What follows belongs to an exercise in optimizing a design on an open flow for small area; a production flow would make more cautious choices.
In this exercise RTL edits were held to simulation tests only and were not proved equivalent to the original.
No activity file was given, so power comes from the tool's default toggle rates.

$ cat flow/flow/run.sh
#!/bin/bash
# Standard ORFS layout (the standard.sh) with three changes:
# - before global placement, flow/upsize.tcl removes the synthesis buffers
#   and gives high-fanout drivers a stronger size of the same cell family
# - clock tree: no dummy loads, clkbuf_8 buffers, sink clusters of up to 16
#   flip-flops within 80 um
# - port buffers: buf_1 instead of the default choice
# ORFS writes each step's log under orfs/logs/; make's own output goes to
# standard.log here.
set -euo pipefail
export PRE_GLOBAL_PLACE_TCL="$PWD/flow/upsize.tcl"
export CTS_ARGS="-sink_clustering_enable -repair_clock_nets -dont_use_dummy_load -buf_list sky130_fd_sc_hd__clkbuf_8 -sink_clustering_size 16 -sink_clustering_max_diameter 80"
export BUFFER_PORTS_ARGS="-buffer_cell sky130_fd_sc_hd__buf_1"
bash standard.sh > standard.log 2>&1
$ cat flow/flow/upsize.tcl
# Before global placement: remove synthesis buffers (as the standard step
# does next anyway), then give each high-fanout combinational driver the
# smallest drive strength of its family that can carry its estimated load,
# so that placement's repair does not have to split the net with buffers.
# An inv_1 driving 8 or more loads becomes at least an inv_2 (same area).
remove_buffers
set per_load 0.0075
set margin 1.3
array set maxcap {inv_1 0.1813 inv_2 0.3314 inv_4 0.5631 inv_6 0.7828 inv_8 1.0355 and2_1 0.1584 and2_2 0.3030 and2_4 0.5393 and3_1 0.1575 and3_2 0.3095 and3_4 0.5328 and4_1 0.1611 and4_2 0.3003 and4_4 0.5319 nand2_1 0.1666 nand2_2 0.2957 nand2_4 0.5301 nand2_8 0.9338 nand3_1 0.1465 nand3_2 0.2600 nand3_4 0.4697 nor2_1 0.0861 nor2_2 0.1419 nor2_4 0.2518 nor2_8 0.4331 nor3_1 0.0522 nor3_2 0.0925 nor3_4 0.1538 or2_1 0.1648 or2_2 0.2994 or2_4 0.5145 or3_1 0.1676 or3_2 0.3104 or3_4 0.5319}
set block [ord::get_db_block]
set n_resized 0
foreach inst [$block getInsts] {
  set mname [[$inst getMaster] getName]
  if { ![regexp {^sky130_fd_sc_hd__([a-z0-9]+)_(\d+)$} $mname -> fam size] } {
    continue
  }
  if { ![info exists maxcap(${fam}_$size)] } { continue }
  set net ""
  foreach it [$inst getITerms] {
    if { [$it isOutputSignal] } { set net [$it getNet] }
  }
  if { $net == "" || $net == "NULL" } { continue }
  set fanout 0
  foreach it [$net getITerms] {
    if { [$it isInputSignal] } { incr fanout }
  }
  if { $mname == "sky130_fd_sc_hd__inv_1" && $fanout >= 8 } {
    # inv_2 has the same area as inv_1
    set need [expr { max($fanout * $per_load * $margin, 0.2) }]
  } elseif { $fanout < 12 } {
    continue
  } else {
    set need [expr { $fanout * $per_load * $margin }]
  }
  if { $maxcap(${fam}_$size) >= $need } { continue }
  foreach s {1 2 4 6 8} {
    if { $s <= $size || ![info exists maxcap(${fam}_$s)] } { continue }
    if { $maxcap(${fam}_$s) >= $need } {
      puts "upsize [$inst getName] $mname -> sky130_fd_sc_hd__${fam}_$s (fanout $fanout)"
      replace_cell [$inst getName] sky130_fd_sc_hd__${fam}_$s
      incr n_resized
      break
    }
  }
}
puts "upsized $n_resized drivers"
$ cat flow/standard.sh
#!/bin/bash
# synth_recipe.tcl (not shown) runs the flow's synth.tcl, then flattens the netlist and writes it again
# the make line also repeats each setting of config.mk as NAME=value (left out here)
make -C /OpenROAD-flow-scripts/flow DESIGN_CONFIG=/design/flow/config.mk WORK_HOME=/design/flow/orfs CLKGATE_MAP_FILE= SYNTH_SCRIPT=/design/flow/synth_recipe.tcl "${@:-finish}"
$ cat flow/config.mk
export PLATFORM = sky130hd
export DESIGN_NAME = ram_single_port
export DESIGN_NICKNAME = ram_single_port
export VERILOG_FILES = /design/flow/design.v
export SDC_FILE = /design/flow/constraint.sdc
export NUM_CORES = 4
export LEC_CHECK = 0
export CAP_MARGIN = 20
export CORE_MARGIN = 2
export CORE_UTILIZATION = 55
export SLEW_MARGIN = 20
export SYNTH_HIERARCHICAL = 1
export SYNTH_MINIMUM_KEEP_SIZE = 0
$ cat flow/constraint.sdc
create_clock -name core_clock -period 5.0 [get_ports {clk}]
set_input_delay 1.0000 -clock core_clock [delete_from_list [all_inputs] [get_ports {clk}]]
set_output_delay 1.0000 -clock core_clock [all_outputs]
set_load 0.01 [all_outputs]
$ cat flow/design.v
`timescale 1ns/1ps
module ram_single_port(
    input clk,
    input write_en,
    input reset,
    input [6:0] addr,
    input [7:0] data_in,
    output reg [7:0] data_out
);
reg [7:0] memory [63:0];
wire [31:0] wcol;
wire [1:0] whalf, rhalf;
wire [7:0] wdh [1:0];
wire [63:0] sn;
wire rd, rdn;
ram_ctrl u_ctrl (
    .write_en(write_en), .reset(reset), .addr(addr[5:0]), .data_in(data_in),
    .wcol(wcol), .whalf(whalf), .wdh0(wdh[0]), .wdh1(wdh[1]),
    .rhalf(rhalf), .rd(rd), .rdn(rdn)
);
genvar w;
generate
    for (w = 0; w < 64; w = w + 1) begin : wordg
        ram_nand2 u_hold (.a(wcol[w % 32]), .b(whalf[w / 32]), .y(sn[w]));
    end
endgenerate
integer i;
always @(posedge clk) begin
    for (i = 0; i < 64; i = i + 1)
        memory[i] <= (memory[i] & {8{sn[i]}}) | (wdh[i / 32] & {8{wcol[i % 32]}});
end
wire [7:0] rdata;
genvar b, h, k;
generate
    for (b = 0; b < 8; b = b + 1) begin : bitg
        wire [2:0] hp [1:0];
        for (h = 0; h < 2; h = h + 1) begin : halfg
            wire [31:0] d;
            for (k = 0; k < 32; k = k + 1) begin : dg
                assign d[k] = memory[32*h+k][b];
            end
            ram_half u_half (.d(d), .col(wcol), .p(hp[h]));
        end
        ram_out u_out (.p0(hp[0]), .p1(hp[1]), .sel(rhalf), .y(rdata[b]));
    end
endgenerate
always @(posedge clk) begin
    data_out <= (data_out & {8{rdn}}) | (rdata & {8{rd}});
end
endmodule
module ram_ctrl(
    input write_en,
    input reset,
    input [5:0] addr,
    input [7:0] data_in,
    output [31:0] wcol,
    output [1:0] whalf,
    output [7:0] wdh0,
    output [7:0] wdh1,
    output [1:0] rhalf,
    output rd,
    output rdn
);
wire [3:0] plo = reset ? 4'hf : (4'd1 << addr[1:0]);
wire [7:0] phi = reset ? 8'hff : (8'd1 << addr[4:2]);
genvar c, b;
generate
    for (c = 0; c < 32; c = c + 1) begin : colg
        wire n;
        ram_nand2 u_nand (.a(plo[c % 4]), .b(phi[c / 4]), .y(n));
        ram_inv u_inv (.a(n), .y(wcol[c]));
    end
endgenerate
assign whalf = reset ? 2'b11 : (write_en ? (2'd1 << addr[5]) : 2'b00);
assign rhalf = 2'd1 << addr[5];
wire [1:0] hsel = (reset | ~write_en) ? 2'b00 : (2'd1 << addr[5]);
generate
    for (b = 0; b < 8; b = b + 1) begin : wdg
        wire n0, n1;
        ram_nand2 u_nand0 (.a(data_in[b]), .b(hsel[0]), .y(n0));
        ram_inv u_inv0 (.a(n0), .y(wdh0[b]));
        ram_nand2 u_nand1 (.a(data_in[b]), .b(hsel[1]), .y(n1));
        ram_inv u_inv1 (.a(n1), .y(wdh1[b]));
    end
endgenerate
assign rd = ~reset & ~write_en;
assign rdn = reset | write_en;
endmodule
module ram_half(
    input [31:0] d,
    input [31:0] col,
    output [2:0] p
);
wire [9:0] z;
genvar g;
generate
    for (g = 0; g < 10; g = g + 1) begin : g3
        ram_ao3n u_ao (.d(d[3*g+2:3*g]), .s(col[3*g+2:3*g]), .y(z[g]));
    end
endgenerate
ram_nand4 u_p0 (.a(z[3:0]), .y(p[0]));
ram_nand4 u_p1 (.a(z[7:4]), .y(p[1]));
ram_tail u_p2 (.z(z[9:8]), .d(d[31:30]), .s(col[31:30]), .y(p[2]));
endmodule
module ram_tail(
    input [1:0] z,
    input [1:0] d,
    input [1:0] s,
    output y
);
assign y = ~(z[0] & z[1] & ~|(d & s));
endmodule
module ram_out(
    input [2:0] p0,
    input [2:0] p1,
    input [1:0] sel,
    output y
);
assign y = (|p0 & sel[0]) | (|p1 & sel[1]);
endmodule
module ram_nand4(
    input [3:0] a,
    output y
);
assign y = ~&a;
endmodule
module ram_nand2(
    input a,
    input b,
    output y
);
assign y = ~(a & b);
endmodule
module ram_inv(
    input a,
    output y
);
assign y = ~a;
endmodule
module ram_ao3n(
    input [2:0] d,
    input [2:0] s,
    output y
);
assign y = ~|(d & s);
endmodule
==> results of run 1 <==
## sequential cells by signal, summed over array words and instances, names as in the netlist
| name | count |
|---|---|
| memory | 512 |
| data_out | 8 |
## worst register-to-register path, stage by stage (launching register included)
cell and delay [ps]:
dfxtp_1 330, a222oi_1 590, nand4_1 230, o31ai_1 640, nand2_1 170, a22o_1 200
## modules after synthesis, one instance, submodules excluded, excerpt
module           copies in the design  cell area, um^2
ram_ao3n                          160             10.0
ram_ctrl                            1              174
ram_inv                            48             3.75
ram_nand2                         112             3.75
ram_nand4                          32             6.26
ram_out                             8             18.8
ram_single_port                     1            16500
ram_tail                           16             12.5
## cell usage in the layout, fill, tap and decap left out
cell type,n
a21o_1,4
a222oi_1,160
a22o_1,518
a22o_2,2
a22oi_1,16
a31o_1,3
and3_1,2
buf_1,24
buf_4,2
clkbuf_8,38
dfxtp_1,520
diode_2,1
inv_1,1
inv_2,21
inv_4,32
nand2_1,124
nand2_4,1
nand3_1,17
nand4_1,32
nor2_1,1
o21ai_0,2
o31ai_1,17
o31ai_2,1
or2_1,1
## kinds of logic (layout without fill, tap and decap cells)
kind of cell / count (synthesis) / after routing
AO/OA/AOI/OAI: 723 / 723
flip-flops: 520 / 520
buffers and inverters: 234 / 118
AND/OR/NAND/NOR: 178 / 178
other: 0 / 1
## cell usage after synthesis
cell type	count
o21ai_0	2
clkbuf_1	4
buf_6	113
a22o_1	518
buf_1	56
or2_1	1
a22o_2	2
nor2_1	1
clkbuf_2	2
and3_1	2
nand3_1	17
nand4_1	32
a31o_1	3
dfxtp_1	520
a21o_1	4
buf_2	4
inv_2	4
o31ai_2	1
a222oi_1	160
a22oi_1	16
nand2_1	125
o31ai_1	17
buf_4	1
inv_1	50
## per-stage QoR
| stage | std cells | hold WS, ps |
|---|---|---|
| after global routing | 1994 | 491 |
| final | 1995 | 478 |
| after CTS | 1994 | 476 |
| after global placement | 1956 | 451 |
| after detailed placement | 1956 | 452 |
| after floorplan | 1655 | 439 |
## area by class of cell
type | count | area (um^2)
clock buffers | 38 | 523
well taps | 455 | 569
fillers | 2964 | 15500
repair buffers | 26 | 105
flip-flops and latches | 520 | 10400
inverters | 54 | 283
diodes | 1 | 2.50
multi-input cells | 901 | 7270
## metal layers
layer	up-vias	wire (um)	global-route usage
met1	6910	25200	0.431
met3	65	3730	0.0457
met5	-	13	0
met4	2	1130	0.0707
met2	514	21000	0.387
li1	6391	-	-
## report_power, final
group | total, uW | internal (uW) | switching, uW
Combinational | 1110 | 413 | 702
Clock | 1960 | 688 | 1270
Sequential | 4690 | 4500 | 196
## worst paths after layout
kind	startpoint	to
hold reg to reg	memory[41][4]	memory[41][4]
setup reg to reg	memory[50][1]	data_out[1]
setup / recovery	reset	data_out[1]
hold / removal	memory[41][4]	memory[41][4]
==> run summary, run 1 <==
Synth Net Count 1673; Crit path required time 5480 ps; Num Clock Sinks 520; initial antenna violation count 2; Cell Area, Synth 19400 um^2; Via density 6.96; Tcrit/Tclk final 0.717; max cap viols 0; core area 34600 um^2; worst path bufs/invs 3; Fin Setup TNS 0 ps; VDD IR max 0.250 mV; H-Tree Depth 2; slowest CP cell o31ai_1; largest net degree at the start of global routing 35; unrepaired setup endpoints after global routing false; TritonCTS clock tree done; Critical Path AT 4060 ps; Crit path depth 10; share of the synthesized area in the top cell type 0.536; R2R depth 5; Syn Area/Cell 11.7 um^2; hold buffer count at CTS 0; die height 192 um; slew margin rel. 0.301; register area share after synthesis 0.536; IO Port Bufs 24; num rows 68; fin crit period 3590 ps; crit-path cells buf_1 -> inv_2 -> o21ai_0 -> nand2_1 -> inv_4 -> a222oi_1 -> nand4_1 -> o31ai_1 -> nand2_1 -> a22o_1; Layout Nets 1559; Final Util 0.553; Synth Area in Simple Gates 0.0400; most area-consuming cells after synthesis dfxtp_1 (54%), a22o_1 (23%), a222oi_1 (8.3%), buf_6 (6.6%), nand2_1 (2.4%); CP Launch Type input port; Worst Tran Pin Value 1040 ps; Top delay family on crit path compound AO/OA/AOI/OAI gates; slack of the worst reg-to-reg path 2750 ps; Setup WS pre-CTS 964 ps; Critical Path Fanout Max 34; post-synthesis mux area share 0; area leader, netlist dfxtp_1; largest family of logic cells by synthesized area compound AO/OA/AOI/OAI gates; Synth cell types 24; Tightest Hold Check Type register to register; final setup fails 0; Lkg Pwr 0.00754 uW; Synth Area in Adders 0; Final Skew 25.6 ps; gr ovfl total 0; first-pass GRT wire length 78500 um; die extent in x 192 um; Tot Pwr 7760 uW; CTS resizes 0; CTS Buf Count 38; #FFs+latches synth 520; Skew-Pair Late Insertion Delay 570 ps; Pre-antenna DRT Iters 7; DR vias 13882; Initial Utilization 0.561; Post-CTS Setup Bufs 0; Post-DP HPWL 31800 um; Synth Warn # 9; status timing/DRC/antenna clean; post-synthesis to final-layout area growth -1.28%; Compound-Gate Fraction of Synth Area 0.334; DRC Markers 0; hold path cells 1; Antenna Nets Post-Route 0; Critical Path Max Stage Delay 640 ps; GRT Overall Usage 0.275; Hold Fails Final Rpt 0; DRT Wirelength 51100 um; max-slew violation count 0; Post-Syn Instances 1655; cell area after layout 19200 um^2; worst setup path category input port to register; Power Dens Cells 405 nW/um^2; most frequent CP cell nand2_1; Root Buffer Master clkbuf_8; DR WL/cell 25.6 um; XOR/XNOR Fraction of Synth Area 0; share of cells above drive strength 1 0.0630; initial drt markers 1654; CTS clk-pin slew, worst paths 100 ps; Max clock buf depth 3; RePlAce Congestion 0.851; die footprint 36800 um^2; crit end category register; vias in the first global route 12690; number of top-level pins 26; fmax 0.279 GHz; DP Area 18600 um^2; worst setup margin 1410 ps
==> run 2: changes to the inputs <==
--- a/flow/flow/upsize.tcl
+++ b/flow/flow/upsize.tcl
@@ -6,5 +6,5 @@
 remove_buffers
 set per_load 0.0075
-set margin 1.3
+set margin 1.2
 array set maxcap {inv_1 0.1813 inv_2 0.3314 inv_4 0.5631 inv_6 0.7828 inv_8 1.0355 and2_1 0.1584 and2_2 0.3030 and2_4 0.5393 and3_1 0.1575 and3_2 0.3095 and3_4 0.5328 and4_1 0.1611 and4_2 0.3003 and4_4 0.5319 nand2_1 0.1666 nand2_2 0.2957 nand2_4 0.5301 nand2_8 0.9338 nand3_1 0.1465 nand3_2 0.2600 nand3_4 0.4697 nor2_1 0.0861 nor2_2 0.1419 nor2_4 0.2518 nor2_8 0.4331 nor3_1 0.0522 nor3_2 0.0925 nor3_4 0.1538 or2_1 0.1648 or2_2 0.2994 or2_4 0.5145 or3_1 0.1676 or3_2 0.3104 or3_4 0.5319}
 set block [ord::get_db_block]
==> run 2 against run 1 <==
Effect of this change: critical path type unchanged; largest power group unchanged; combinational power is essentially flat; critical endpoint is now data_out[4]; clock skew shrank 1.6 ps; non-clock buffer count shrank 1; worst hold slack lost 4.3 ps; via count shrank 1.0%; first-iteration DRC count grew 18%.
==> run summary, run 2 <==
fin crit period 3670 ps; largest register by flop count memory; CP Launch Type input port; Worst Tran Pin Value 1090 ps; Layout Nets 1558; largest family of logic cells by synthesized area compound AO/OA/AOI/OAI gates; die footprint 36800 um^2; Async SR Flop Fraction 0; Tightest Hold Check Type register to register; Final Skew 24.0 ps; GRT Overall Usage 0.270; Synth Net Count 1673; area of the multi-input gates 7260 um^2; Synth Area in Adders 0; TritonCTS clock tree done; fmax 0.273 GHz; CTS resizes 0; largest net degree at the start of global routing 35; CTS clk-pin slew, worst paths 100 ps; Post-Syn Instances 1655; commonest cells after routing, fill and taps aside dfxtp_1 (520), a22o_1 (518), a222oi_1 (160); Root Buffer Master clkbuf_8; DRC Markers 0; most area-consuming cells after synthesis dfxtp_1 (54%), a22o_1 (23%), a222oi_1 (8.3%), buf_6 (6.6%), nand2_1 (2.4%); Hold Fails Final Rpt 0; die extent in x 192 um; Pre-antenna DRT Iters 10; post-synthesis mux area share 0; slack of the worst reg-to-reg path 2710 ps; hold_sp memory[54][1]; max-slew violation count 0; # fillers 2970; Synth cell types 24; vias in the first global route 12580; cell area after layout 19100 um^2; worst setup path category input port to register; Cell Area, Synth 19400 um^2; CTS Buf Count 38; Crit path required time 5480 ps; share of the synthesized area in the top cell type 0.536; Via density 6.89; DR WL/cell 25.0 um; Post-CTS Setup Bufs 0; VDD IR max 0.229 mV; Max clock buf depth 3; slew margin rel. 0.266; R2R depth 5; Critical Path AT 4150 ps; XOR/XNOR Fraction of Synth Area 0; max cap viols 0; Antenna Nets Post-Route 0; EDFF count, synth 0; number of top-level pins 26; status timing/DRC/antenna clean; DR vias 13741; hold path endpoint memory[54][1]; FF-to-FF End data_out[4]; count leader, synth dfxtp_1; Lkg Pwr 0.00753 uW; share of cells above drive strength 1 0.0624; RePlAce Congestion 0.918; DRT Wirelength 49900 um; commonest non-fill, non-tap cell in the layout dfxtp_1; area leader, netlist dfxtp_1; unrepaired setup endpoints after global routing false; initial antenna violation count 0; Critical R2R Launch memory[50][4]; Synth Area in Simple Gates 0.0400; Compound-Gate Fraction of Synth Area 0.334; FF/Latch Area 10400 um^2; initial drt markers 1957; max FFs per register 512; hold buffer count at CTS 0; register area share after synthesis 0.536; Power Dens Cells 405 nW/um^2; first-pass GRT wire length 77200 um; #FFs+latches synth 520; DP Area 18500 um^2; final setup fails 0; Initial Utilization 0.561; Syn Area/Cell 11.7 um^2; Fin Setup TNS 0 ps; top_reg_cell synth dfxtp_1; n_diodes 0; Synth Warn # 9; crit end category register; hold path cells 1; gr ovfl total 0; Critical Path Fanout Max 34; die height 192 um; post-synthesis to final-layout area growth -1.77%; top flop regs memory (512), data_out (8); Tcrit/Tclk final 0.734; H-Tree Depth 2; IO Port Bufs 24; Skew-Pair Late Insertion Delay 600 ps; Post-DP HPWL 30900 um; Post-synth top cells dfxtp_1 (520), a22o_1 (518), a222oi_1 (160), nand2_1 (125), buf_6 (113); core area 34600 um^2; num rows 68; Num Clock Sinks 520
run 2: cell counts after synthesis:
Identical to the previous run, type by type.
run 2: logic make-up (layout without fill, tap and decap cells):
logic type,count (synthesis),after routing
flip-flops,520,520
AO/OA/AOI/OAI,723,723
AND/OR/NAND/NOR,178,178
buffers and inverters,234,117
run 2: final cells by class:
class / instances / area share
flip-flops and latches: 520 / 0.546
well taps: 455 / 0.0299
multi-input cells: 901 / 0.381
clock buffers: 38 / 0.0274
inverters: 54 / 0.0106
repair buffers: 25 / 0.00512
run 2: critical path: stages:
cell      delay [ps]
buf_1            180
inv_2            190
o21ai_0          410
nand2_1          220
inv_2            260
a222oi_1         580
nand4_1          290
o31ai_1          680
nand2_1          130
a22o_1           200
run 2: worst max path at each step:
stage	end	start	slack [ps]
6_report	data_out[4]	reset	1330
5_1_grt	data_out[4]	reset	1210
4_1_cts	data_out[4]	reset	1500
3_5_place_dp	data_out[4]	reset	860
3_3_place_gp	data_out[4]	reset	860
2_1_floorplan	data_out[0]	reset	2200
run 2: where the power goes:
part / internal (uW) / leakage (uW) / switching (uW)
Sequential: 4500 / 0.00425 / 195
Clock: 687 / 0.000273 / 1260
Combinational: 408 / 0.00301 / 680
run 2: per-stage QoR:
step                      std cells  power, uW  worst slack (ps)  utilization  hold WS, ps
after floorplan                1655       5580              2200            -          439
after global placement         1955       5840               856        0.536          452
after detailed placement       1955       5850               860        0.536          452
after CTS                      1993       7780              1500        0.551          475
after global routing           1993       8070              1210        0.551          489
final                          1993       7730              1330        0.551          474
run 2: metal layers:
layer	up-vias	share of wire	global-route usage	wire (um)
met3	68	0.079	0.0481	3930
met1	6733	0.49	0.422	24300
met2	541	0.41	0.378	20500
met4	0	0.023	0.0716	1150
met5	-	0	0	0
li1	6399	-	-	-
run 2: modules after synthesis (local to each module, per instance), a selection:
module,times used,area (um^2)
ram_nand2,112,3.75
ram_tail,16,12.5
ram_out,8,18.8
ram_nand4,32,6.26
ram_ctrl,1,174
ram_ao3n,160,10.0

-- re-timing with driven ports --
The results above use ideal ports. As a check the final layouts listed here were re-extracted and re-timed, cells and wires unchanged. Step 1 assumes that a clkbuf_16 drives the clock port and a buf_2 every other input. Step 2 times the ports against the registers' clock, not the clock port: input delays grow and output delays shrink by t, the midpoint of the rising clock arrivals with the driver on. Slacks: no drivers / after step 1 / after step 2; pairs: no drivers / after step 1.
| run | shift t [ns] | slack for setup (ns) | clock arrival spread, ns | slew at the worst register clock pin (ns) | worst slew at a driven data input, ns |
|---|---|---|---|---|---|
| run 1 | 0.607 | 1.414 / 1.408 / 0.801 | 0.028 / 0.028 | 0.10 / 0.10 | 0.09 |
| run 2 | 0.631 | 1.331 / 1.348 / 0.717 | 0.038 / 0.038 | 0.10 / 0.10 | 0.11 |
After both steps setup and hold are still met in every run listed. For run 2, which loses most, drivers alone change the setup slack by +0.017 ns; drivers and shift together by -0.614 ns.
